Background: an optimization exercise with open tools, aiming at small area and a short achievable clock period. Do not read the settings as production practice. The RTL of this run was laid out without a check of its function. Power and IR drop assume default switching activity.

===== flow/design.v =====
module HA(input a, input b, output s, output co);
  assign s = a ^ b;
  assign co = a & b;
endmodule
module HAN(input a, input b, output s, output co);
  assign s = ~(a ^ b);
  OR2 o (a, b, co);
endmodule
module OR2(input a, input b, output y);
  assign y = a | b;
endmodule
module FA(input a, input b, input c, output s, output co);
  assign s = a ^ b ^ c;
  assign co = (a & b) | (a & c) | (b & c);
endmodule
module FA1(input a, input b, output s, output co);
  assign s = ~(a ^ b);
  OR2 o (a, b, co);
endmodule
module G_NAND2(input a, input b, output y);
  assign y = ~(a & b);
endmodule
module G_NOR2(input a, input b, output y);
  assign y = ~(a | b);
endmodule
module G_XOR2(input a, input b, output y);
  assign y = a ^ b;
endmodule
module G_XNOR2(input a, input b, output y);
  assign y = ~(a ^ b);
endmodule
module G_INV(input a, output y);
  assign y = ~a;
endmodule
module G_AOI21(input a1, input a2, input b1, output y);
  assign y = ~((a1 & a2) | b1);
endmodule
module G_OAI21(input a1, input a2, input b1, output y);
  assign y = ~((a1 | a2) & b1);
endmodule
module complex(clk, a0, a1, b0, b1, im, re);
  input clk;
  input [7:0] a0, a1, b0, b1;
  output reg [15:0] im, re;
  wire [15:0] re_d, im_d;
  wire rs1;
  wire rc2;
  wire rs3;
  wire rc4;
  wire rs5;
  wire rc6;
  wire rs7;
  wire rc8;
  wire rs9;
  wire rc10;
  wire rs11;
  wire rc12;
  wire rs13;
  wire rc14;
  wire rs15;
  wire rc16;
  wire rs17;
  wire rc18;
  wire rs19;
  wire rc20;
  wire rs21;
  wire rc22;
  wire rs23;
  wire rc24;
  wire rs25;
  wire rc26;
  wire rs27;
  wire rc28;
  wire rs29;
  wire rc30;
  wire rs31;
  wire rc32;
  wire rs33;
  wire rc34;
  wire rs35;
  wire rc36;
  wire rs37;
  wire rc38;
  wire rs39;
  wire rc40;
  wire rs41;
  wire rc42;
  wire rs43;
  wire rc44;
  wire rs45;
  wire rc46;
  wire rs47;
  wire rc48;
  wire rs49;
  wire rc50;
  wire rs51;
  wire rc52;
  wire rs53;
  wire rc54;
  wire rs55;
  wire rc56;
  wire rs57;
  wire rc58;
  wire rs59;
  wire rc60;
  wire rs61;
  wire rc62;
  wire rs63;
  wire rc64;
  wire rn65;
  wire rs66;
  wire rc67;
  wire rs68;
  wire rc69;
  wire rs70;
  wire rc71;
  wire rs72;
  wire rc73;
  wire rs74;
  wire rc75;
  wire rs76;
  wire rc77;
  wire rs78;
  wire rc79;
  wire rs80;
  wire rc81;
  wire rs82;
  wire rc83;
  wire rs84;
  wire rc85;
  wire rs86;
  wire rc87;
  wire rs88;
  wire rc89;
  wire rs90;
  wire rc91;
  wire rs92;
  wire rc93;
  wire rs94;
  wire rc95;
  wire rs96;
  wire rc97;
  wire rs98;
  wire rc99;
  wire rs100;
  wire rc101;
  wire rs102;
  wire rc103;
  wire rs104;
  wire rc105;
  wire rs106;
  wire rc107;
  wire rs108;
  wire rc109;
  wire rs110;
  wire rc111;
  wire rs112;
  wire rc113;
  wire rs114;
  wire rc115;
  wire rs116;
  wire rc117;
  wire rs118;
  wire rc119;
  wire rs120;
  wire rc121;
  wire rn122;
  wire rs123;
  wire rc124;
  wire rs125;
  wire rc126;
  wire rs127;
  wire rc128;
  wire rs129;
  wire rc130;
  wire rs131;
  wire rc132;
  wire rs133;
  wire rc134;
  wire rs135;
  wire rc136;
  wire rs137;
  wire rc138;
  wire rs139;
  wire rc140;
  wire rs141;
  wire rc142;
  wire rs143;
  wire rc144;
  wire rs145;
  wire rc146;
  wire rs147;
  wire rc148;
  wire rs149;
  wire rc150;
  wire rs151;
  wire rc152;
  wire rs153;
  wire rc154;
  wire rs155;
  wire rc156;
  wire rs157;
  wire rc158;
  wire rs159;
  wire rc160;
  wire rs161;
  wire rc162;
  wire rs163;
  wire rc164;
  wire rs165;
  wire rc166;
  wire rs167;
  wire rc168;
  wire rs169;
  wire rc170;
  wire rs171;
  wire rc172;
  wire rs173;
  wire rc174;
  wire rs175;
  wire rc176;
  wire rs177;
  wire rc178;
  wire rs179;
  wire rc180;
  wire rs181;
  wire rc182;
  wire rs183;
  wire rc184;
  wire rs185;
  wire rc186;
  wire rs187;
  wire rc188;
  wire rs189;
  wire rc190;
  wire rs191;
  wire rc192;
  wire rs193;
  wire rc194;
  wire rs195;
  wire rc196;
  wire rs197;
  wire rc198;
  wire rs199;
  wire rc200;
  wire rs201;
  wire rc202;
  wire rs203;
  wire rc204;
  wire rs205;
  wire rc206;
  wire rs207;
  wire rc208;
  wire rs209;
  wire rc210;
  wire rs211;
  wire rc212;
  wire rs213;
  wire rc214;
  wire rs215;
  wire rc216;
  wire rs217;
  wire rc218;
  wire rs219;
  wire rc220;
  wire rs221;
  wire rc222;
  wire rs223;
  wire rc224;
  wire rs225;
  wire rc226;
  wire rars227;
  wire rarc228;
  wire rars229;
  wire rarc230;
  wire rars231;
  wire rarc232;
  wire rars233;
  wire rarc234;
  wire rars235;
  wire rarc236;
  wire rars237;
  wire rarc238;
  wire rapw239;
  wire ragw240;
  wire ratw241;
  wire rapw242;
  wire ragw243;
  wire ratw244;
  wire rapw245;
  wire ragw246;
  wire ratw247;
  wire rapw248;
  wire ragw249;
  wire ratw250;
  wire rapw251;
  wire ragw252;
  wire ratw253;
  wire rapw254;
  wire ragw255;
  wire ratw256;
  wire rapw257;
  wire ragw258;
  wire ratw259;
  wire rapw260;
  wire ragw261;
  wire ratw262;
  wire rapw263;
  wire ragw264;
  wire ratw265;
  wire rapw266;
  wire raiw267;
  wire raxw268;
  wire raxw269;
  wire rayw270;
  wire raxw271;
  wire rayw272;
  wire raxw273;
  wire rayw274;
  wire raxw275;
  wire rayw276;
  wire raxw277;
  wire rayw278;
  wire raxw279;
  wire rayw280;
  wire raxw281;
  wire rayw282;
  wire raxw283;
  wire rayw284;
  wire raxw285;
  wire raxw286;
  wire raxw287;
  wire rayw288;
  wire raxw289;
  wire rayw290;
  wire raxw291;
  wire rayw292;
  wire raxw293;
  wire rayw294;
  wire raxw295;
  wire rayw296;
  wire raxw297;
  wire rayw298;
  wire raxw299;
  wire raiw300;
  wire raxw301;
  wire raxw302;
  wire raxw303;
  wire raxw304;
  wire rayw305;
  wire raxw306;
  wire rayw307;
  wire raxw308;
  wire raxw309;
  wire rasw310;
  wire rasw311;
  wire rasw312;
  wire rasw313;
  wire rasw314;
  wire rasw315;
  wire rasw316;
  wire rasw317;
  wire rasw318;
  wire rasw319;
  wire is320;
  wire ic321;
  wire is322;
  wire ic323;
  wire is324;
  wire ic325;
  wire is326;
  wire ic327;
  wire is328;
  wire ic329;
  wire is330;
  wire ic331;
  wire is332;
  wire ic333;
  wire is334;
  wire ic335;
  wire is336;
  wire ic337;
  wire is338;
  wire ic339;
  wire is340;
  wire ic341;
  wire is342;
  wire ic343;
  wire is344;
  wire ic345;
  wire is346;
  wire ic347;
  wire is348;
  wire ic349;
  wire is350;
  wire ic351;
  wire is352;
  wire ic353;
  wire is354;
  wire ic355;
  wire is356;
  wire ic357;
  wire is358;
  wire ic359;
  wire is360;
  wire ic361;
  wire is362;
  wire ic363;
  wire is364;
  wire ic365;
  wire is366;
  wire ic367;
  wire is368;
  wire ic369;
  wire is370;
  wire ic371;
  wire is372;
  wire ic373;
  wire is374;
  wire ic375;
  wire is376;
  wire ic377;
  wire is378;
  wire ic379;
  wire is380;
  wire ic381;
  wire is382;
  wire ic383;
  wire is384;
  wire ic385;
  wire is386;
  wire ic387;
  wire is388;
  wire ic389;
  wire is390;
  wire ic391;
  wire is392;
  wire ic393;
  wire is394;
  wire ic395;
  wire is396;
  wire ic397;
  wire is398;
  wire ic399;
  wire is400;
  wire ic401;
  wire is402;
  wire ic403;
  wire is404;
  wire ic405;
  wire is406;
  wire ic407;
  wire is408;
  wire ic409;
  wire is410;
  wire ic411;
  wire is412;
  wire ic413;
  wire is414;
  wire ic415;
  wire is416;
  wire ic417;
  wire is418;
  wire ic419;
  wire is420;
  wire ic421;
  wire is422;
  wire ic423;
  wire is424;
  wire ic425;
  wire is426;
  wire ic427;
  wire is428;
  wire ic429;
  wire is430;
  wire ic431;
  wire is432;
  wire ic433;
  wire is434;
  wire ic435;
  wire is436;
  wire ic437;
  wire is438;
  wire ic439;
  wire is440;
  wire ic441;
  wire is442;
  wire ic443;
  wire is444;
  wire ic445;
  wire is446;
  wire ic447;
  wire is448;
  wire ic449;
  wire is450;
  wire ic451;
  wire is452;
  wire ic453;
  wire is454;
  wire ic455;
  wire is456;
  wire ic457;
  wire is458;
  wire ic459;
  wire is460;
  wire ic461;
  wire is462;
  wire ic463;
  wire is464;
  wire ic465;
  wire is466;
  wire ic467;
  wire is468;
  wire ic469;
  wire is470;
  wire ic471;
  wire is472;
  wire ic473;
  wire is474;
  wire ic475;
  wire is476;
  wire ic477;
  wire is478;
  wire ic479;
  wire is480;
  wire ic481;
  wire is482;
  wire ic483;
  wire is484;
  wire ic485;
  wire is486;
  wire ic487;
  wire is488;
  wire ic489;
  wire is490;
  wire ic491;
  wire is492;
  wire ic493;
  wire is494;
  wire ic495;
  wire is496;
  wire ic497;
  wire is498;
  wire ic499;
  wire is500;
  wire ic501;
  wire is502;
  wire ic503;
  wire is504;
  wire ic505;
  wire is506;
  wire ic507;
  wire is508;
  wire ic509;
  wire is510;
  wire ic511;
  wire is512;
  wire ic513;
  wire is514;
  wire ic515;
  wire is516;
  wire ic517;
  wire is518;
  wire ic519;
  wire is520;
  wire ic521;
  wire is522;
  wire ic523;
  wire is524;
  wire ic525;
  wire is526;
  wire ic527;
  wire is528;
  wire ic529;
  wire iasw530;
  wire iarw531;
  wire iars532;
  wire iarc533;
  wire iaow534;
  wire iars535;
  wire iarc536;
  wire iaow537;
  wire iars538;
  wire iarc539;
  wire iaow540;
  wire iars541;
  wire iarc542;
  wire iaow543;
  wire iars544;
  wire iarc545;
  wire iaow546;
  wire iapw547;
  wire iagw548;
  wire iatw549;
  wire iapw550;
  wire iagw551;
  wire iatw552;
  wire iapw553;
  wire iagw554;
  wire iatw555;
  wire iapw556;
  wire iagw557;
  wire iatw558;
  wire iapw559;
  wire iagw560;
  wire iatw561;
  wire iapw562;
  wire iagw563;
  wire iatw564;
  wire iapw565;
  wire iagw566;
  wire iatw567;
  wire iapw568;
  wire iagw569;
  wire iatw570;
  wire iapw571;
  wire iagw572;
  wire iatw573;
  wire iapw574;
  wire iaiw575;
  wire iaxw576;
  wire iaxw577;
  wire iayw578;
  wire iaxw579;
  wire iayw580;
  wire iaxw581;
  wire iayw582;
  wire iaxw583;
  wire iayw584;
  wire iaxw585;
  wire iayw586;
  wire iaxw587;
  wire iayw588;
  wire iaxw589;
  wire iayw590;
  wire iaxw591;
  wire iayw592;
  wire iaxw593;
  wire iaxw594;
  wire iaxw595;
  wire iayw596;
  wire iaxw597;
  wire iayw598;
  wire iaxw599;
  wire iayw600;
  wire iaxw601;
  wire iayw602;
  wire iaxw603;
  wire iayw604;
  wire iaxw605;
  wire iayw606;
  wire iaxw607;
  wire iaiw608;
  wire iaxw609;
  wire iaxw610;
  wire iaxw611;
  wire iaxw612;
  wire iayw613;
  wire iaxw614;
  wire iayw615;
  wire iaxw616;
  wire iaxw617;
  wire iasw618;
  wire iasw619;
  wire iasw620;
  wire iasw621;
  wire iasw622;
  wire iasw623;
  wire iasw624;
  wire iasw625;
  wire iasw626;
  wire iasw627;
  FA1 ru2 ((a0[0] & b0[6]), (a0[1] & b0[5]), rs1, rc2);
  FA1 ru4 ((a0[0] & b0[7]), (a0[1] & b0[6]), rs3, rc4);
  FA ru6 ((a0[2] & b0[5]), (a0[3] & b0[4]), (a0[4] & b0[3]), rs5, rc6);
  HA ru8 ((a0[5] & b0[2]), (a0[6] & b0[1]), rs7, rc8);
  FA1 ru10 ((a0[1] & b0[7]), (a0[2] & b0[6]), rs9, rc10);
  FA ru12 ((a0[3] & b0[5]), (a0[4] & b0[4]), (a0[5] & b0[3]), rs11, rc12);
  HA ru14 ((a0[6] & b0[2]), (a0[7] & b0[1]), rs13, rc14);
  FA ru16 ((a0[2] & b0[7]), (a0[3] & b0[6]), (a0[4] & b0[5]), rs15, rc16);
  FA1 ru18 ((a0[0] & b0[4]), (a0[1] & b0[3]), rs17, rc18);
  FA1 ru20 ((a0[0] & b0[5]), (a0[1] & b0[4]), rs19, rc20);
  FA ru22 ((a0[2] & b0[3]), (a0[3] & b0[2]), (a0[4] & b0[1]), rs21, rc22);
  HA ru24 ((a0[5] & b0[0]), ~(a1[0] & b1[5]), rs23, rc24);
  FA ru26 ((a0[2] & b0[4]), (a0[3] & b0[3]), (a0[4] & b0[2]), rs25, rc26);
  FA ru28 ((a0[5] & b0[1]), (a0[6] & b0[0]), ~(a1[0] & b1[6]), rs27, rc28);
  FA ru30 (~(a1[1] & b1[5]), ~(a1[2] & b1[4]), ~(a1[3] & b1[3]), rs29, rc30);
  HA ru32 (~(a1[4] & b1[2]), ~(a1[5] & b1[1]), rs31, rc32);
  FA ru34 ((a0[7] & b0[0]), ~(a1[0] & b1[7]), ~(a1[1] & b1[6]), rs33, rc34);
  FA ru36 (~(a1[2] & b1[5]), ~(a1[3] & b1[4]), ~(a1[4] & b1[3]), rs35, rc36);
  FA ru38 (~(a1[5] & b1[2]), ~(a1[6] & b1[1]), ~(a1[7] & b1[0]), rs37, rc38);
  FA ru40 (rc2, rs3, rs7, rs39, rc40);
  FA ru42 (~(a1[1] & b1[7]), ~(a1[2] & b1[6]), ~(a1[3] & b1[5]), rs41, rc42);
  FA ru44 (~(a1[4] & b1[4]), ~(a1[5] & b1[3]), ~(a1[6] & b1[2]), rs43, rc44);
  FA ru46 (~(a1[7] & b1[1]), rc4, rc8, rs45, rc46);
  FA ru48 (rs9, rs13, rc6, rs47, rc48);
  FA ru50 ((a0[5] & b0[4]), (a0[6] & b0[3]), (a0[7] & b0[2]), rs49, rc50);
  FA ru52 (~(a1[2] & b1[7]), ~(a1[3] & b1[6]), ~(a1[4] & b1[5]), rs51, rc52);
  FA ru54 (~(a1[5] & b1[4]), ~(a1[6] & b1[3]), ~(a1[7] & b1[2]), rs53, rc54);
  FA ru56 (rc10, rc14, rc12, rs55, rc56);
  FA ru58 ((a0[3] & b0[7]), (a0[4] & b0[6]), (a0[5] & b0[5]), rs57, rc58);
  FA ru60 ((a0[6] & b0[4]), (a0[7] & b0[3]), ~(a1[3] & b1[7]), rs59, rc60);
  FA ru62 (~(a1[4] & b1[6]), ~(a1[5] & b1[5]), ~(a1[6] & b1[4]), rs61, rc62);
  FA ru64 ((a0[4] & b0[7]), (a0[5] & b0[6]), (a0[6] & b0[5]), rs63, rc64);
  assign rn65 = ~(a0[0] & b0[2]);
  FA1 ru67 ((a0[0] & b0[3]), (a0[1] & b0[2]), rs66, rc67);
  FA ru69 ((a0[2] & b0[1]), (a0[3] & b0[0]), ~(a1[0] & b1[3]), rs68, rc69);
  FA ru71 ((a0[2] & b0[2]), (a0[3] & b0[1]), (a0[4] & b0[0]), rs70, rc71);
  FA ru73 (~(a1[0] & b1[4]), ~(a1[1] & b1[3]), ~(a1[2] & b1[2]), rs72, rc73);
  HA ru75 (~(a1[3] & b1[1]), ~(a1[4] & b1[0]), rs74, rc75);
  FA ru77 (~(a1[1] & b1[4]), ~(a1[2] & b1[3]), ~(a1[3] & b1[2]), rs76, rc77);
  FA ru79 (~(a1[4] & b1[1]), ~(a1[5] & b1[0]), rc18, rs78, rc79);
  FA ru81 (rs19, rs23, rc75, rs80, rc81);
  FA ru83 (~(a1[6] & b1[0]), rc20, rs1, rs82, rc83);
  FA ru85 (rc24, rs31, rc22, rs84, rc85);
  FA ru87 (rc77, rs25, rs27, rs86, rc87);
  FA ru89 (rc32, rc26, rc28, rs88, rc89);
  FA ru91 (rc30, rs5, rs33, rs90, rc91);
  FA ru93 (rs35, rs37, rc83, rs92, rc93);
  FA ru95 (rc34, rc36, rc38, rs94, rc95);
  FA ru97 (rs11, rs41, rs43, rs96, rc97);
  FA ru99 (rc40, rs45, rc89, rs98, rc99);
  FA ru101 (rc42, rc44, rs15, rs100, rc101);
  FA ru103 (rs49, rs51, rs53, rs102, rc103);
  FA ru105 (rc46, rc48, rc95, rs104, rc105);
  FA ru107 (~(a1[7] & b1[3]), rc16, rc50, rs106, rc107);
  FA ru109 (rc52, rc54, rs57, rs108, rc109);
  FA ru111 (rs59, rs61, rc56, rs110, rc111);
  FA ru113 ((a0[7] & b0[4]), ~(a1[4] & b1[7]), ~(a1[5] & b1[6]), rs112, rc113);
  FA ru115 (~(a1[6] & b1[5]), ~(a1[7] & b1[4]), rc58, rs114, rc115);
  FA ru117 (rc60, rc62, rs63, rs116, rc117);
  FA ru119 ((a0[5] & b0[7]), (a0[6] & b0[6]), (a0[7] & b0[5]), rs118, rc119);
  FA ru121 (~(a1[5] & b1[7]), ~(a1[6] & b1[6]), ~(a1[7] & b1[5]), rs120, rc121);
  assign rn122 = ~(a0[0] & b0[1]);
  FA ru124 ((a0[1] & b0[1]), (a0[2] & b0[0]), ~(a1[0] & b1[2]), rs123, rc124);
  HA ru126 (~(a1[1] & b1[1]), ~(a1[2] & b1[0]), rs125, rc126);
  FA ru128 (~(a1[1] & b1[2]), ~(a1[2] & b1[1]), ~(a1[3] & b1[0]), rs127, rc128);
  FA ru130 ((a0[0] & b0[2]), rs66, rc126, rs129, rc130);
  FA ru132 (rc67, rs17, rs74, rs131, rc132);
  FA ru134 (rc69, rc128, rs70, rs133, rc134);
  FA ru136 (rc71, rc73, rs21, rs135, rc136);
  FA ru138 (rs76, rs78, rc132, rs137, rc138);
  FA ru140 (rs29, rc79, rc81, rs139, rc140);
  FA ru142 (rs82, rs84, rc136, rs141, rc142);
  FA ru144 (rs39, rc85, rc87, rs143, rc144);
  FA ru146 (rs88, rs90, rc140, rs145, rc146);
  FA ru148 (rs47, rc91, rs94, rs147, rc148);
  FA ru150 (rs96, rc93, rs98, rs149, rc150);
  FA ru152 (rs55, rc97, rs100, rs151, rc152);
  FA ru154 (rs102, rc99, rs104, rs153, rc154);
  FA ru156 (rc101, rc103, rs106, rs155, rc156);
  FA ru158 (rs108, rc105, rs110, rs157, rc158);
  FA ru160 (rs112, rc107, rc109, rs159, rc160);
  FA ru162 (rs114, rs116, rc111, rs161, rc162);
  FA ru164 (rc64, rc113, rs118, rs163, rc164);
  FA ru166 (rs120, rc115, rc117, rs165, rc166);
  FA ru168 ((a0[6] & b0[7]), (a0[7] & b0[6]), ~(a1[6] & b1[7]), rs167, rc168);
  FA ru170 (~(a1[7] & b1[6]), rc119, rc121, rs169, rc170);
  HA ru172 ((a0[1] & b0[0]), ~(a1[0] & b1[1]), rs171, rc172);
  FA ru174 ((a0[0] & b0[1]), rn65, rs125, rs173, rc174);
  FA ru176 (rc124, rs68, rs127, rs175, rc176);
  FA ru178 (rs72, rc130, rs131, rs177, rc178);
  FA ru180 (rs80, rc134, rs135, rs179, rc180);
  FA ru182 (rs86, rc138, rs139, rs181, rc182);
  FA ru184 (rs92, rc142, rs143, rs183, rc184);
  FA ru186 (rc144, rs147, rc146, rs185, rc186);
  FA ru188 (rc148, rs151, rc150, rs187, rc188);
  FA ru190 (rc152, rs155, rc154, rs189, rc190);
  FA ru192 (rc156, rs159, rc158, rs191, rc192);
  FA ru194 (rs163, rc160, rs165, rs193, rc194);
  FA ru196 (rs167, rc164, rs169, rs195, rc196);
  FA ru198 ((a0[7] & b0[7]), ~(a1[7] & b1[7]), rc168, rs197, rc198);
  HA ru200 (~(a1[1] & b1[0]), rn122, rs199, rc200);
  FA ru202 (rc172, rc200, rs123, rs201, rc202);
  FA ru204 (rc174, rs129, rc202, rs203, rc204);
  FA ru206 (rc176, rs133, rs177, rs205, rc206);
  FA ru208 (rs137, rc178, rs179, rs207, rc208);
  FA ru210 (rs141, rc180, rs181, rs209, rc210);
  FA ru212 (rc182, rs145, rs183, rs211, rc212);
  FA ru214 (rs149, rc184, rs185, rs213, rc214);
  FA ru216 (rs153, rc186, rs187, rs215, rc216);
  FA ru218 (rs157, rc188, rs189, rs217, rc218);
  FA ru220 (rs161, rc190, rs191, rs219, rc220);
  FA ru222 (rc162, rs193, rc192, rs221, rc222);
  FA ru224 (rc166, rs195, rc194, rs223, rc224);
  FA ru226 (rc170, rs197, rc196, rs225, rc226);
  FA1 raru228 ((a0[0] & b0[0]), ~(a1[0] & b1[0]), rars227, rarc228);
  FA raru230 (rs171, rs199, rarc228, rars229, rarc230);
  FA raru232 (rs173, rs201, rarc230, rars231, rarc232);
  FA raru234 (rs175, rs203, rarc232, rars233, rarc234);
  FA raru236 (rc204, rs205, rarc234, rars235, rarc236);
  FA raru238 (rc206, rs207, rarc236, rars237, rarc238);
  G_XOR2 rapu239 (rc208, rs209, rapw239);
  G_NAND2 ragu240 (rc208, rs209, ragw240);
  G_NOR2 ratu241 (rc208, rs209, ratw241);
  G_XOR2 rapu242 (rc210, rs211, rapw242);
  G_NAND2 ragu243 (rc210, rs211, ragw243);
  G_NOR2 ratu244 (rc210, rs211, ratw244);
  G_XOR2 rapu245 (rc212, rs213, rapw245);
  G_NAND2 ragu246 (rc212, rs213, ragw246);
  G_NOR2 ratu247 (rc212, rs213, ratw247);
  G_XOR2 rapu248 (rc214, rs215, rapw248);
  G_NAND2 ragu249 (rc214, rs215, ragw249);
  G_NOR2 ratu250 (rc214, rs215, ratw250);
  G_XOR2 rapu251 (rc216, rs217, rapw251);
  G_NAND2 ragu252 (rc216, rs217, ragw252);
  G_NOR2 ratu253 (rc216, rs217, ratw253);
  G_XOR2 rapu254 (rc218, rs219, rapw254);
  G_NAND2 ragu255 (rc218, rs219, ragw255);
  G_NOR2 ratu256 (rc218, rs219, ratw256);
  G_XOR2 rapu257 (rc220, rs221, rapw257);
  G_NAND2 ragu258 (rc220, rs221, ragw258);
  G_NOR2 ratu259 (rc220, rs221, ratw259);
  G_XOR2 rapu260 (rc222, rs223, rapw260);
  G_NAND2 ragu261 (rc222, rs223, ragw261);
  G_NOR2 ratu262 (rc222, rs223, ratw262);
  G_XOR2 rapu263 (rc224, rs225, rapw263);
  G_NAND2 ragu264 (rc224, rs225, ragw264);
  G_NOR2 ratu265 (rc224, rs225, ratw265);
  G_XOR2 rapu266 (rc198, rc226, rapw266);
  G_INV raiu267 (rarc238, raiw267);
  G_OAI21 raxu268 (ratw241, raiw267, ragw240, raxw268);
  G_OAI21 raxu269 (ratw244, ragw240, ragw243, raxw269);
  G_NOR2 rayu270 (ratw244, ratw241, rayw270);
  G_OAI21 raxu271 (ratw247, ragw243, ragw246, raxw271);
  G_NOR2 rayu272 (ratw247, ratw244, rayw272);
  G_OAI21 raxu273 (ratw250, ragw246, ragw249, raxw273);
  G_NOR2 rayu274 (ratw250, ratw247, rayw274);
  G_OAI21 raxu275 (ratw253, ragw249, ragw252, raxw275);
  G_NOR2 rayu276 (ratw253, ratw250, rayw276);
  G_OAI21 raxu277 (ratw256, ragw252, ragw255, raxw277);
  G_NOR2 rayu278 (ratw256, ratw253, rayw278);
  G_OAI21 raxu279 (ratw259, ragw255, ragw258, raxw279);
  G_NOR2 rayu280 (ratw259, ratw256, rayw280);
  G_OAI21 raxu281 (ratw262, ragw258, ragw261, raxw281);
  G_NOR2 rayu282 (ratw262, ratw259, rayw282);
  G_OAI21 raxu283 (ratw265, ragw261, ragw264, raxw283);
  G_NOR2 rayu284 (ratw265, ratw262, rayw284);
  G_AOI21 raxu285 (rayw270, rarc238, raxw269, raxw285);
  G_AOI21 raxu286 (rayw272, raxw268, raxw271, raxw286);
  G_AOI21 raxu287 (rayw274, raxw269, raxw273, raxw287);
  G_NAND2 rayu288 (rayw274, rayw270, rayw288);
  G_AOI21 raxu289 (rayw276, raxw271, raxw275, raxw289);
  G_NAND2 rayu290 (rayw276, rayw272, rayw290);
  G_AOI21 raxu291 (rayw278, raxw273, raxw277, raxw291);
  G_NAND2 rayu292 (rayw278, rayw274, rayw292);
  G_AOI21 raxu293 (rayw280, raxw275, raxw279, raxw293);
  G_NAND2 rayu294 (rayw280, rayw276, rayw294);
  G_AOI21 raxu295 (rayw282, raxw277, raxw281, raxw295);
  G_NAND2 rayu296 (rayw282, rayw278, rayw296);
  G_AOI21 raxu297 (rayw284, raxw279, raxw283, raxw297);
  G_NAND2 rayu298 (rayw284, rayw280, rayw298);
  G_OAI21 raxu299 (rayw288, raiw267, raxw287, raxw299);
  G_INV raiu300 (raxw268, raiw300);
  G_OAI21 raxu301 (rayw290, raiw300, raxw289, raxw301);
  G_OAI21 raxu302 (rayw292, raxw285, raxw291, raxw302);
  G_OAI21 raxu303 (rayw294, raxw286, raxw293, raxw303);
  G_OAI21 raxu304 (rayw296, raxw287, raxw295, raxw304);
  G_NOR2 rayu305 (rayw296, rayw288, rayw305);
  G_OAI21 raxu306 (rayw298, raxw289, raxw297, raxw306);
  G_NOR2 rayu307 (rayw298, rayw290, rayw307);
  G_AOI21 raxu308 (rayw305, rarc238, raxw304, raxw308);
  G_AOI21 raxu309 (rayw307, raxw268, raxw306, raxw309);
  G_XOR2 rasu310 (rapw239, rarc238, rasw310);
  G_XOR2 rasu311 (rapw242, raxw268, rasw311);
  G_XNOR2 rasu312 (rapw245, raxw285, rasw312);
  G_XNOR2 rasu313 (rapw248, raxw286, rasw313);
  G_XOR2 rasu314 (rapw251, raxw299, rasw314);
  G_XOR2 rasu315 (rapw254, raxw301, rasw315);
  G_XOR2 rasu316 (rapw257, raxw302, rasw316);
  G_XOR2 rasu317 (rapw260, raxw303, rasw317);
  G_XNOR2 rasu318 (rapw263, raxw308, rasw318);
  G_XNOR2 rasu319 (rapw266, raxw309, rasw319);
  HAN iu321 (~(a0[0] & b1[6]), ~(a0[1] & b1[5]), is320, ic321);
  FA iu323 (~(a0[0] & b1[7]), ~(a0[1] & b1[6]), ~(a0[2] & b1[5]), is322, ic323);
  FA iu325 (~(a0[3] & b1[4]), ~(a0[4] & b1[3]), ~(a0[5] & b1[2]), is324, ic325);
  FA iu327 (~(a0[1] & b1[7]), ~(a0[2] & b1[6]), ~(a0[3] & b1[5]), is326, ic327);
  HAN iu329 (~(a0[4] & b1[4]), ~(a0[5] & b1[3]), is328, ic329);
  HAN iu331 (~(a0[2] & b1[7]), ~(a0[3] & b1[6]), is330, ic331);
  HAN iu333 (~(a0[0] & b1[4]), ~(a0[1] & b1[3]), is332, ic333);
  FA iu335 (~(a0[0] & b1[5]), ~(a0[1] & b1[4]), ~(a0[2] & b1[3]), is334, ic335);
  FA iu337 (~(a0[3] & b1[2]), ~(a0[4] & b1[1]), ~(a0[5] & b1[0]), is336, ic337);
  FA iu339 (~(a0[2] & b1[4]), ~(a0[3] & b1[3]), ~(a0[4] & b1[2]), is338, ic339);
  FA iu341 (~(a0[5] & b1[1]), ~(a0[6] & b1[0]), ~(a1[0] & b0[6]), is340, ic341);
  FA iu343 (~(a1[1] & b0[5]), ~(a1[2] & b0[4]), ~(a1[3] & b0[3]), is342, ic343);
  FA iu345 (~(a0[6] & b1[1]), ~(a0[7] & b1[0]), ~(a1[0] & b0[7]), is344, ic345);
  FA iu347 (~(a1[1] & b0[6]), ~(a1[2] & b0[5]), ~(a1[3] & b0[4]), is346, ic347);
  FA iu349 (~(a1[4] & b0[3]), ~(a1[5] & b0[2]), ~(a1[6] & b0[1]), is348, ic349);
  HAN iu351 (~(a1[7] & b0[0]), ic321, is350, ic351);
  FA iu353 (~(a0[6] & b1[2]), ~(a0[7] & b1[1]), ~(a1[1] & b0[7]), is352, ic353);
  FA iu355 (~(a1[2] & b0[6]), ~(a1[3] & b0[5]), ~(a1[4] & b0[4]), is354, ic355);
  FA iu357 (~(a1[5] & b0[3]), ~(a1[6] & b0[2]), ~(a1[7] & b0[1]), is356, ic357);
  FA iu359 (is328, ic323, ic325, is358, ic359);
  FA iu361 (~(a0[4] & b1[5]), ~(a0[5] & b1[4]), ~(a0[6] & b1[3]), is360, ic361);
  FA iu363 (~(a0[7] & b1[2]), ~(a1[2] & b0[7]), ~(a1[3] & b0[6]), is362, ic363);
  FA iu365 (~(a1[4] & b0[5]), ~(a1[5] & b0[4]), ~(a1[6] & b0[3]), is364, ic365);
  FA iu367 (~(a1[7] & b0[2]), ic329, is330, is366, ic367);
  FA iu369 (~(a0[3] & b1[7]), ~(a0[4] & b1[6]), ~(a0[5] & b1[5]), is368, ic369);
  FA iu371 (~(a0[6] & b1[4]), ~(a0[7] & b1[3]), ~(a1[3] & b0[7]), is370, ic371);
  FA iu373 (~(a1[4] & b0[6]), ~(a1[5] & b0[5]), ~(a1[6] & b0[4]), is372, ic373);
  FA iu375 (~(a0[4] & b1[7]), ~(a0[5] & b1[6]), ~(a0[6] & b1[5]), is374, ic375);
  FA iu377 (~(a0[0] & b1[3]), ~(a0[1] & b1[2]), ~(a0[2] & b1[1]), is376, ic377);
  FA iu379 (~(a0[2] & b1[2]), ~(a0[3] & b1[1]), ~(a0[4] & b1[0]), is378, ic379);
  FA iu381 (~(a1[0] & b0[4]), ~(a1[1] & b0[3]), ~(a1[2] & b0[2]), is380, ic381);
  FA iu383 (~(a1[0] & b0[5]), ~(a1[1] & b0[4]), ~(a1[2] & b0[3]), is382, ic383);
  FA iu385 (~(a1[3] & b0[2]), ~(a1[4] & b0[1]), ~(a1[5] & b0[0]), is384, ic385);
  HAN iu387 (ic333, ic379, is386, ic387);
  FA iu389 (~(a1[4] & b0[2]), ~(a1[5] & b0[1]), ~(a1[6] & b0[0]), is388, ic389);
  FA iu391 (is320, ic335, ic337, is390, ic391);
  FA iu393 (ic383, ic385, is338, is392, ic393);
  FA iu395 (ic339, ic341, ic343, is394, ic395);
  FA iu397 (ic389, is322, is324, is396, ic397);
  FA iu399 (is344, is346, is348, is398, ic399);
  FA iu401 (ic345, ic347, ic349, is400, ic401);
  FA iu403 (is326, is352, is354, is402, ic403);
  FA iu405 (is356, ic351, ic395, is404, ic405);
  FA iu407 (ic327, ic353, ic355, is406, ic407);
  FA iu409 (ic357, is360, is362, is408, ic409);
  FA iu411 (is364, is366, ic359, is410, ic411);
  FA iu413 (~(a1[7] & b0[3]), ic331, ic361, is412, ic413);
  FA iu415 (ic363, ic365, is368, is414, ic415);
  FA iu417 (is370, is372, ic367, is416, ic417);
  FA iu419 (~(a0[7] & b1[4]), ~(a1[4] & b0[7]), ~(a1[5] & b0[6]), is418, ic419);
  FA iu421 (~(a1[6] & b0[5]), ~(a1[7] & b0[4]), ic369, is420, ic421);
  FA iu423 (ic371, ic373, is374, is422, ic423);
  FA iu425 (~(a0[5] & b1[7]), ~(a0[6] & b1[6]), ~(a0[7] & b1[5]), is424, ic425);
  FA iu427 (~(a1[5] & b0[7]), ~(a1[6] & b0[6]), ~(a1[7] & b0[5]), is426, ic427);
  FA iu429 (~(a0[0] & b1[2]), ~(a0[1] & b1[1]), ~(a0[2] & b1[0]), is428, ic429);
  FA iu431 (~(a0[3] & b1[0]), ~(a1[0] & b0[3]), ~(a1[1] & b0[2]), is430, ic431);
  HAN iu433 (~(a1[2] & b0[1]), ~(a1[3] & b0[0]), is432, ic433);
  FA iu435 (~(a1[3] & b0[1]), ~(a1[4] & b0[0]), is332, is434, ic435);
  FA iu437 (ic433, ic377, ic431, is436, ic437);
  FA iu439 (ic381, is334, is336, is438, ic439);
  FA iu441 (is382, is384, is386, is440, ic441);
  FA iu443 (is340, is342, is388, is442, ic443);
  FA iu445 (ic387, is390, ic439, is444, ic445);
  FA iu447 (is350, ic391, ic393, is446, ic447);
  FA iu449 (is394, ic443, is396, is448, ic449);
  FA iu451 (is358, ic397, ic399, is450, ic451);
  FA iu453 (is400, is402, is404, is452, ic453);
  FA iu455 (ic401, ic403, is406, is454, ic455);
  FA iu457 (is408, ic405, is410, is456, ic457);
  FA iu459 (ic407, ic409, is412, is458, ic459);
  FA iu461 (is414, is416, ic411, is460, ic461);
  FA iu463 (is418, ic413, ic415, is462, ic463);
  FA iu465 (is420, is422, ic417, is464, ic465);
  FA iu467 (ic375, ic419, is424, is466, ic467);
  FA iu469 (is426, ic421, ic423, is468, ic469);
  FA iu471 (~(a0[6] & b1[7]), ~(a0[7] & b1[6]), ~(a1[6] & b0[7]), is470, ic471);
  FA iu473 (~(a1[7] & b0[6]), ic425, ic427, is472, ic473);
  HAN iu475 (~(a0[0] & b1[1]), ~(a0[1] & b1[0]), is474, ic475);
  FA iu477 (~(a1[0] & b0[2]), ~(a1[1] & b0[1]), ~(a1[2] & b0[0]), is476, ic477);
  FA iu479 (is432, ic429, ic477, is478, ic479);
  FA iu481 (is378, is380, is434, is480, ic481);
  FA iu483 (ic435, ic437, is438, is482, ic483);
  FA iu485 (is392, is442, ic441, is484, ic485);
  FA iu487 (is398, ic445, is446, is486, ic487);
  FA iu489 (ic447, ic449, is450, is488, ic489);
  FA iu491 (ic451, is454, ic453, is490, ic491);
  FA iu493 (ic455, is458, ic457, is492, ic493);
  FA iu495 (ic459, is462, is464, is494, ic495);
  FA iu497 (is466, ic463, is468, is496, ic497);
  FA iu499 (is470, ic467, is472, is498, ic499);
  FA iu501 (~(a0[7] & b1[7]), ~(a1[7] & b0[7]), ic471, is500, ic501);
  HAN iu503 (~(a1[0] & b0[1]), ~(a1[1] & b0[0]), is502, ic503);
  FA iu505 (ic475, ic503, is428, is504, ic505);
  FA iu507 (is376, is430, is478, is506, ic507);
  FA iu509 (ic479, is436, is480, is508, ic509);
  FA iu511 (is440, ic481, is482, is510, ic511);
  FA iu513 (is444, ic483, is484, is512, ic513);
  FA iu515 (is448, ic485, is486, is514, ic515);
  FA iu517 (is452, ic487, is488, is516, ic517);
  FA iu519 (is456, ic489, is490, is518, ic519);
  FA iu521 (is460, ic491, is492, is520, ic521);
  FA iu523 (ic461, is494, ic493, is522, ic523);
  FA iu525 (ic465, is496, ic495, is524, ic525);
  FA iu527 (ic469, is498, ic497, is526, ic527);
  FA iu529 (ic473, is500, ic499, is528, ic529);
  G_XOR2 iasu530 (~(a0[0] & b1[0]), ~(a1[0] & b0[0]), iasw530);
  OR2 iaru531 (~(a0[0] & b1[0]), ~(a1[0] & b0[0]), iarw531);
  FA iaru533 (is474, is502, iarw531, iars532, iarc533);
  G_INV iaou534 (iars532, iaow534);
  FA iaru536 (is476, is504, iarc533, iars535, iarc536);
  G_INV iaou537 (iars535, iaow537);
  FA iaru539 (ic505, is506, iarc536, iars538, iarc539);
  G_INV iaou540 (iars538, iaow540);
  FA iaru542 (ic507, is508, iarc539, iars541, iarc542);
  G_INV iaou543 (iars541, iaow543);
  FA iaru545 (ic509, is510, iarc542, iars544, iarc545);
  G_INV iaou546 (iars544, iaow546);
  G_XOR2 iapu547 (ic511, is512, iapw547);
  G_NAND2 iagu548 (ic511, is512, iagw548);
  G_NOR2 iatu549 (ic511, is512, iatw549);
  G_XOR2 iapu550 (ic513, is514, iapw550);
  G_NAND2 iagu551 (ic513, is514, iagw551);
  G_NOR2 iatu552 (ic513, is514, iatw552);
  G_XOR2 iapu553 (ic515, is516, iapw553);
  G_NAND2 iagu554 (ic515, is516, iagw554);
  G_NOR2 iatu555 (ic515, is516, iatw555);
  G_XOR2 iapu556 (ic517, is518, iapw556);
  G_NAND2 iagu557 (ic517, is518, iagw557);
  G_NOR2 iatu558 (ic517, is518, iatw558);
  G_XOR2 iapu559 (ic519, is520, iapw559);
  G_NAND2 iagu560 (ic519, is520, iagw560);
  G_NOR2 iatu561 (ic519, is520, iatw561);
  G_XOR2 iapu562 (ic521, is522, iapw562);
  G_NAND2 iagu563 (ic521, is522, iagw563);
  G_NOR2 iatu564 (ic521, is522, iatw564);
  G_XOR2 iapu565 (ic523, is524, iapw565);
  G_NAND2 iagu566 (ic523, is524, iagw566);
  G_NOR2 iatu567 (ic523, is524, iatw567);
  G_XOR2 iapu568 (ic525, is526, iapw568);
  G_NAND2 iagu569 (ic525, is526, iagw569);
  G_NOR2 iatu570 (ic525, is526, iatw570);
  G_XOR2 iapu571 (ic527, is528, iapw571);
  G_NAND2 iagu572 (ic527, is528, iagw572);
  G_NOR2 iatu573 (ic527, is528, iatw573);
  G_XOR2 iapu574 (ic501, ic529, iapw574);
  G_INV iaiu575 (iarc545, iaiw575);
  G_AOI21 iaxu576 (iagw548, iaiw575, iatw549, iaxw576);
  G_AOI21 iaxu577 (iagw551, iatw549, iatw552, iaxw577);
  G_NAND2 iayu578 (iagw551, iagw548, iayw578);
  G_AOI21 iaxu579 (iagw554, iatw552, iatw555, iaxw579);
  G_NAND2 iayu580 (iagw554, iagw551, iayw580);
  G_AOI21 iaxu581 (iagw557, iatw555, iatw558, iaxw581);
  G_NAND2 iayu582 (iagw557, iagw554, iayw582);
  G_AOI21 iaxu583 (iagw560, iatw558, iatw561, iaxw583);
  G_NAND2 iayu584 (iagw560, iagw557, iayw584);
  G_AOI21 iaxu585 (iagw563, iatw561, iatw564, iaxw585);
  G_NAND2 iayu586 (iagw563, iagw560, iayw586);
  G_AOI21 iaxu587 (iagw566, iatw564, iatw567, iaxw587);
  G_NAND2 iayu588 (iagw566, iagw563, iayw588);
  G_AOI21 iaxu589 (iagw569, iatw567, iatw570, iaxw589);
  G_NAND2 iayu590 (iagw569, iagw566, iayw590);
  G_AOI21 iaxu591 (iagw572, iatw570, iatw573, iaxw591);
  G_NAND2 iayu592 (iagw572, iagw569, iayw592);
  G_OAI21 iaxu593 (iayw578, iarc545, iaxw577, iaxw593);
  G_OAI21 iaxu594 (iayw580, iaxw576, iaxw579, iaxw594);
  G_OAI21 iaxu595 (iayw582, iaxw577, iaxw581, iaxw595);
  G_NOR2 iayu596 (iayw582, iayw578, iayw596);
  G_OAI21 iaxu597 (iayw584, iaxw579, iaxw583, iaxw597);
  G_NOR2 iayu598 (iayw584, iayw580, iayw598);
  G_OAI21 iaxu599 (iayw586, iaxw581, iaxw585, iaxw599);
  G_NOR2 iayu600 (iayw586, iayw582, iayw600);
  G_OAI21 iaxu601 (iayw588, iaxw583, iaxw587, iaxw601);
  G_NOR2 iayu602 (iayw588, iayw584, iayw602);
  G_OAI21 iaxu603 (iayw590, iaxw585, iaxw589, iaxw603);
  G_NOR2 iayu604 (iayw590, iayw586, iayw604);
  G_OAI21 iaxu605 (iayw592, iaxw587, iaxw591, iaxw605);
  G_NOR2 iayu606 (iayw592, iayw588, iayw606);
  G_AOI21 iaxu607 (iayw596, iaiw575, iaxw595, iaxw607);
  G_INV iaiu608 (iaxw576, iaiw608);
  G_AOI21 iaxu609 (iayw598, iaiw608, iaxw597, iaxw609);
  G_AOI21 iaxu610 (iayw600, iaxw593, iaxw599, iaxw610);
  G_AOI21 iaxu611 (iayw602, iaxw594, iaxw601, iaxw611);
  G_AOI21 iaxu612 (iayw604, iaxw595, iaxw603, iaxw612);
  G_NAND2 iayu613 (iayw604, iayw596, iayw613);
  G_AOI21 iaxu614 (iayw606, iaxw597, iaxw605, iaxw614);
  G_NAND2 iayu615 (iayw606, iayw598, iayw615);
  G_OAI21 iaxu616 (iayw613, iarc545, iaxw612, iaxw616);
  G_OAI21 iaxu617 (iayw615, iaxw576, iaxw614, iaxw617);
  G_XNOR2 iasu618 (iapw547, iarc545, iasw618);
  G_XNOR2 iasu619 (iapw550, iaxw576, iasw619);
  G_XOR2 iasu620 (iapw553, iaxw593, iasw620);
  G_XOR2 iasu621 (iapw556, iaxw594, iasw621);
  G_XNOR2 iasu622 (iapw559, iaxw607, iasw622);
  G_XNOR2 iasu623 (iapw562, iaxw609, iasw623);
  G_XNOR2 iasu624 (iapw565, iaxw610, iasw624);
  G_XNOR2 iasu625 (iapw568, iaxw611, iasw625);
  G_XOR2 iasu626 (iapw571, iaxw616, iasw626);
  G_XOR2 iasu627 (iapw574, iaxw617, iasw627);
  assign re_d[0] = rars227;
  assign re_d[1] = rars229;
  assign re_d[2] = rars231;
  assign re_d[3] = rars233;
  assign re_d[4] = rars235;
  assign re_d[5] = rars237;
  assign re_d[6] = rasw310;
  assign re_d[7] = rasw311;
  assign re_d[8] = rasw312;
  assign re_d[9] = rasw313;
  assign re_d[10] = rasw314;
  assign re_d[11] = rasw315;
  assign re_d[12] = rasw316;
  assign re_d[13] = rasw317;
  assign re_d[14] = rasw318;
  assign re_d[15] = rasw319;
  assign im_d[0] = iasw530;
  assign im_d[1] = iaow534;
  assign im_d[2] = iaow537;
  assign im_d[3] = iaow540;
  assign im_d[4] = iaow543;
  assign im_d[5] = iaow546;
  assign im_d[6] = iasw618;
  assign im_d[7] = iasw619;
  assign im_d[8] = iasw620;
  assign im_d[9] = iasw621;
  assign im_d[10] = iasw622;
  assign im_d[11] = iasw623;
  assign im_d[12] = iasw624;
  assign im_d[13] = iasw625;
  assign im_d[14] = iasw626;
  assign im_d[15] = iasw627;
  always @(posedge clk) begin
    re <= re_d;
    im <= im_d;
  end
endmodule

===== flow/flow/run.sh =====
#!/bin/bash
set -o pipefail
export BUFFER_PORTS_ARGS="-buffer_cell sky130_fd_sc_hd__buf_1"
cp standard.sh standard_sh.txt 2>/dev/null
bash standard.sh > standard.log 2>&1

===== flow/standard.sh =====
#!/bin/bash
# synth_recipe.tcl (not shown) runs the flow's synth.tcl, then flattens the netlist and writes it again
# the make line also repeats each setting of config.mk as NAME=value (left out here)
make -C /OpenROAD-flow-scripts/flow DESIGN_CONFIG=/design/flow/config.mk WORK_HOME=/design/flow/orfs CLKGATE_MAP_FILE= SYNTH_SCRIPT=/design/flow/synth_recipe.tcl "${@:-finish}"

===== flow/config.mk =====
export PLATFORM = sky130hd
export DESIGN_NAME = complex
export DESIGN_NICKNAME = complex
export VERILOG_FILES = /design/flow/design.v
export SDC_FILE = /design/flow/constraint.sdc
export NUM_CORES = 4
export LEC_CHECK = 0
export CAP_MARGIN = 20
export CORE_MARGIN = 2
export CORE_UTILIZATION = 40
export CTS_BUF_LIST = sky130_fd_sc_hd__clkbuf_8
export CTS_CLUSTER_DIAMETER = 200
export CTS_CLUSTER_SIZE = 32
export PLACE_DENSITY = 0.6
export SETUP_SLACK_MARGIN = 4.4
export SLEW_MARGIN = 20
export SYNTH_HIERARCHICAL = 1

===== flow/constraint.sdc =====
create_clock -name core_clock -period 10.0 [get_ports {clk}]
set_input_delay 2.0000 -clock core_clock [delete_from_list [all_inputs] [get_ports {clk}]]
set_output_delay 2.0000 -clock core_clock [all_outputs]
set_load 0.01 [all_outputs]

==> run summary <==
- Final sum of negative setup slack: 0 ps
- Fraction of the yosys area taken by sequential cells: about 8.5%
* Count of routing violations after the opening detailed-route iteration: ~290
- The library cells used most frequently in the layout, excluding fill and tap cells, are sky130_fd_sc_hd__nand2_1 (219), sky130_fd_sc_hd__fa_1 (176), sky130_fd_sc_hd__and2_1 (59).
* Antenna violations before repair: 0
- For this run, the post-layout net count is 1047.
* TritonRoute pass-1 iters: 5
- Of the cells placed in the final design, the portion with a size suffix greater than 1 is 19.2%.
- In this run the cell area measured after placement is roughly 7800 µm².
* Maximum number of pins on one net before global-route repair: 19
* PwrDens: 381 nW/µm²
- After technology mapping, the gate count stands at about 750.
- In this run the tool buffered the top-level ports with between 60 and 70 buffer cells.
* Worst-case hold slack: 2000 ps
- Switching part of the total power: between 50 and 60%
- For this configuration, the core starts out at a cell density of between 40% and 50%.
- CTS placed an instance of sky130_fd_sc_hd__clkbuf_8 at the clock tree root.
- Reported net switching power: 0.00173 W
* Part of the total power dissipated in combinational logic: between 80% and 90%
- H-tree depth: 2
- Routed length per instance: between 15 and 20 µm
- TritonCTS built the clock tree.
- RSZ-0062 raised after global routing: yes
- Compound-cell area share of the yosys netlist: about 4.6%
- Average cell area after synthesis: 10.1 µm²
- Static timing analysis puts the maximum clock frequency at 181 MHz.
- CTS sink cnt: 32
- Post-Layout Inst Area: between 8000 and 9000 µm²
* Sequential group share of total power: about 7.8%
- From left edge to right edge, the die measures 141 µm.
- Final Max Slew Viols: 0
* Remaining design rule violation count: 0
- Number of CTS-inserted buffers: 5
- Kind of start point of the critical path: primary input
- The worst setup path is captured at a flop.
- After clock tree synthesis, the clock-pin slew on the worst setup and hold paths is 70 ps.
- Headroom to the max-slew limit came out at 78.1%.
- After synthesis, the share of cell area in mux cells is 0%.
- Clock period minus worst slack: 5530 ps
* Status: no timing/DRC/antenna violations
* Maximum capacitance violations: 0
- Y dimension of the die: roughly 140 µm
- Vias per Instance: around 5.1
- Worst endpoint required time: slightly above 10000 ps
- Largest fanout on the critical path: 10
- After synthesis, the netlist uses 15 different library cells.
- 0 antenna diodes ended up in the layout.
* First-pass GRT wire length: a little under 30000 µm
- The floorplan has 50 rows.
* Cell internal pwr: roughly 0.0016 W
- Synth Area in Adders: 55.4%
- The die covers around 20000 µm².
* Slew at the pin closest to its max-slew limit: 328 ps
- Relative to the synthesized area, the layout overhead comes to 14.4%.
- Total GRT Usage: 18.9%
- In the final layout, the multi-input gates occupy 6710 µm².
- Setup violations remaining at the end of the flow were counted as 0.
- Number of I/O pins: 65
* Leakage Power: ~3.2 nW
- Clk network pwr share: approximately 3.5%
* Yosys warns: 7
- No sink is reached through more buffers than the 2 on the longest clock path.
* Hold Crit Class: in -> reg
- Arrival time worst endpoint: 5720 ps
- Core area: roughly 19000 µm²
* Final hold violation count: 0
- Wires add up to roughly 17000 µm.
- After Yosys synthesis, and, or, nand and nor cells account for about 20% of the synthesized area.
- Commonest non-fill, non-tap cell in the layout: sky130_fd_sc_hd__nand2_1
- Ratio of final minimum period to clock period: about 55%
- The setup path with the least slack is of type in -> reg.
- Post-Synthesis Net Count: about 1000
- The count of nets left with antenna violations once routing finished came out at 0.
* Share of the synthesized netlist area taken by xor and xnor gates: 6.61%
- Fill cell total of the finished layout: around 1800
* Netlist area before placement: around 7600 µm²
- Counting flops and latches in the post-synthesis netlist gives 32.
- The congestion estimate from routability-driven global placement came to roughly 0.82.
- Peak VDD IR: 0.000288 V
- Total congestion overflow after global routing: 0
* Vias after detailed routing: around 5200
- Storage cell area: ~640 µm²
* Vias in the first global route: ~5700
* Dominant combinational cell family by area after synthesis: adder cells
* DPL Wire Length: 13300 µm
==> timing repair <==
item                       CTS  global route
resized for setup           82           114
setup buffers                3            25
setup endpoints to repair   18            11
cloned                       0             0
hold buffers                 0             0
pin swaps                    6            21
==> per-stage QoR <==
step / power, W / instances / utilization, % / worst slack, ps
after detailed placement: 0.00297 / 1001 / 42.0 / 3570
after CTS: 0.00319 / 1011 / 43.2 / 4400
after global placement: 0.00295 / 1001 / 42.0 / 3620
after global routing: 0.00367 / 1036 / 46.4 / 4350
final: 0.00329 / 1036 / 46.4 / 4470
after floorplan: 0.00249 / 751 / - / 4340
==> worst paths after layout <==
path / depth (start not counted) / endpoint / from
min: 3 / im[0] / b1[0]
max: 15 / im[15] / a0[4]
==> metal layers <==
metal | share of wire (%) | vias up | track usage (%)
met5 | 0 | - | 0
met1 | 44 | 2710 | 27.4
met4 | 0.91 | 0 | 3.63
met3 | 5.3 | 9 | 2.60
li1 | - | 2372 | -
met2 | 49 | 158 | 30.7
==> synthesized netlist by cell type (all sizes together) <==
library cell | n | area [µm²]
nand2 | 228 | 856
fa | 204 | 4080
and2 | 64 | 400
nor2 | 34 | 128
buf | 32 | 285
dfxtp | 32 | 641
xor2 | 31 | 272
xnor2 | 26 | 228
a21oi | 25 | 219
o21ai | 25 | 125
or2 | 17 | 106
clkbuf | 16 | 80.1
inv | 9 | 33.8
ha | 8 | 100
==> logic make-up after synthesis <==
group | after synthesis
buffers and inverters | 57
flip-flops | 32
XOR/XNOR | 57
AO/OA/AOI/OAI | 50
adder cells (fa/ha/maj) | 212
AND/OR/NAND/NOR | 343
==> power by group through the flow <==
stage / logic (W) / registers [W] / clock network [W]
floorplan: 0.00220 / 0.000294 / 0
global placement: 0.00269 / 0.000262 / 0
detailed placement: 0.00271 / 0.000261 / 0
CTS: 0.00281 / 0.000259 / 0.000122
global route: 0.00327 / 0.000265 / 0.000128
finish: 0.00292 / 0.000257 / 0.000115
==> layout make-up <==
| type | count | share of cell area, % |
|---|---|---|
| Timing Repair Buffer | 92 | 10.1 |
| Sequential cell | 32 | 7.41 |
| Clock buffer | 7 | 1.11 |
| Tap cell | 234 | 3.39 |
| Inverter | 9 | 0.391 |
| Multi-Input combinational cell | 662 | 77.6 |
==> critical path: stages <==
cell                      delay [ps]
sky130_fd_sc_hd__buf_12          100
sky130_fd_sc_hd__buf_4           160
sky130_fd_sc_hd__nand2_1          80
sky130_fd_sc_hd__fa_1            400
sky130_fd_sc_hd__fa_2            410
sky130_fd_sc_hd__fa_1            460
sky130_fd_sc_hd__fa_2            350
sky130_fd_sc_hd__fa_1            460
sky130_fd_sc_hd__fa_2            590
sky130_fd_sc_hd__nor2_2           70
sky130_fd_sc_hd__a21oi_2         170
sky130_fd_sc_hd__o21ai_2          90
sky130_fd_sc_hd__a21oi_2         120
sky130_fd_sc_hd__o21ai_1          90
sky130_fd_sc_hd__xor2_1          170
==> sequential cells by signal (all words and copies together) (netlist names) <==
name,flops
re,16
im,16
==> per-module statistics from Yosys (local to each module, per instance), excerpt <==
module,cells inside,cell area (µm²),flops+latches
complex,338,2130,32
FA,1,20.0,0
HA,1,12.5,0
G_AOI21,1,8.76,0
HAN,1,8.76,0
G_XNOR2,1,8.76,0
FA1,1,8.76,0
OR2,1,6.26,0
G_OAI21,1,5.00,0
G_INV,1,3.75,0
G_NAND2,1,3.75,0

what the ideal ports hide:
No port has a modelled driver above. Below, the same layout with a new extraction and two added sets of constraints. Step 1, drivers: a clkbuf_16 drives clk and a buf_2 each remaining input, both assumed. Step 2, shift: input delay + t, output delay - t, t = (earliest + latest rising clock arrival at the registers) / 2. This alone moves slack from input paths to output paths. a / b / c = ideal ports / drivers / drivers and shift; a / b = the first two.
t (ns): 0.344
setup WS [ns]: 4.469 / 4.449 / 4.106
slew at the worst register clock pin (ns): 0.07 / 0.07
pins driven straight from the clock port: 1
After both steps this run still meets setup and hold. The setup slack of this run moves by -0.020 ns with the drivers and by -0.363 ns with both steps.
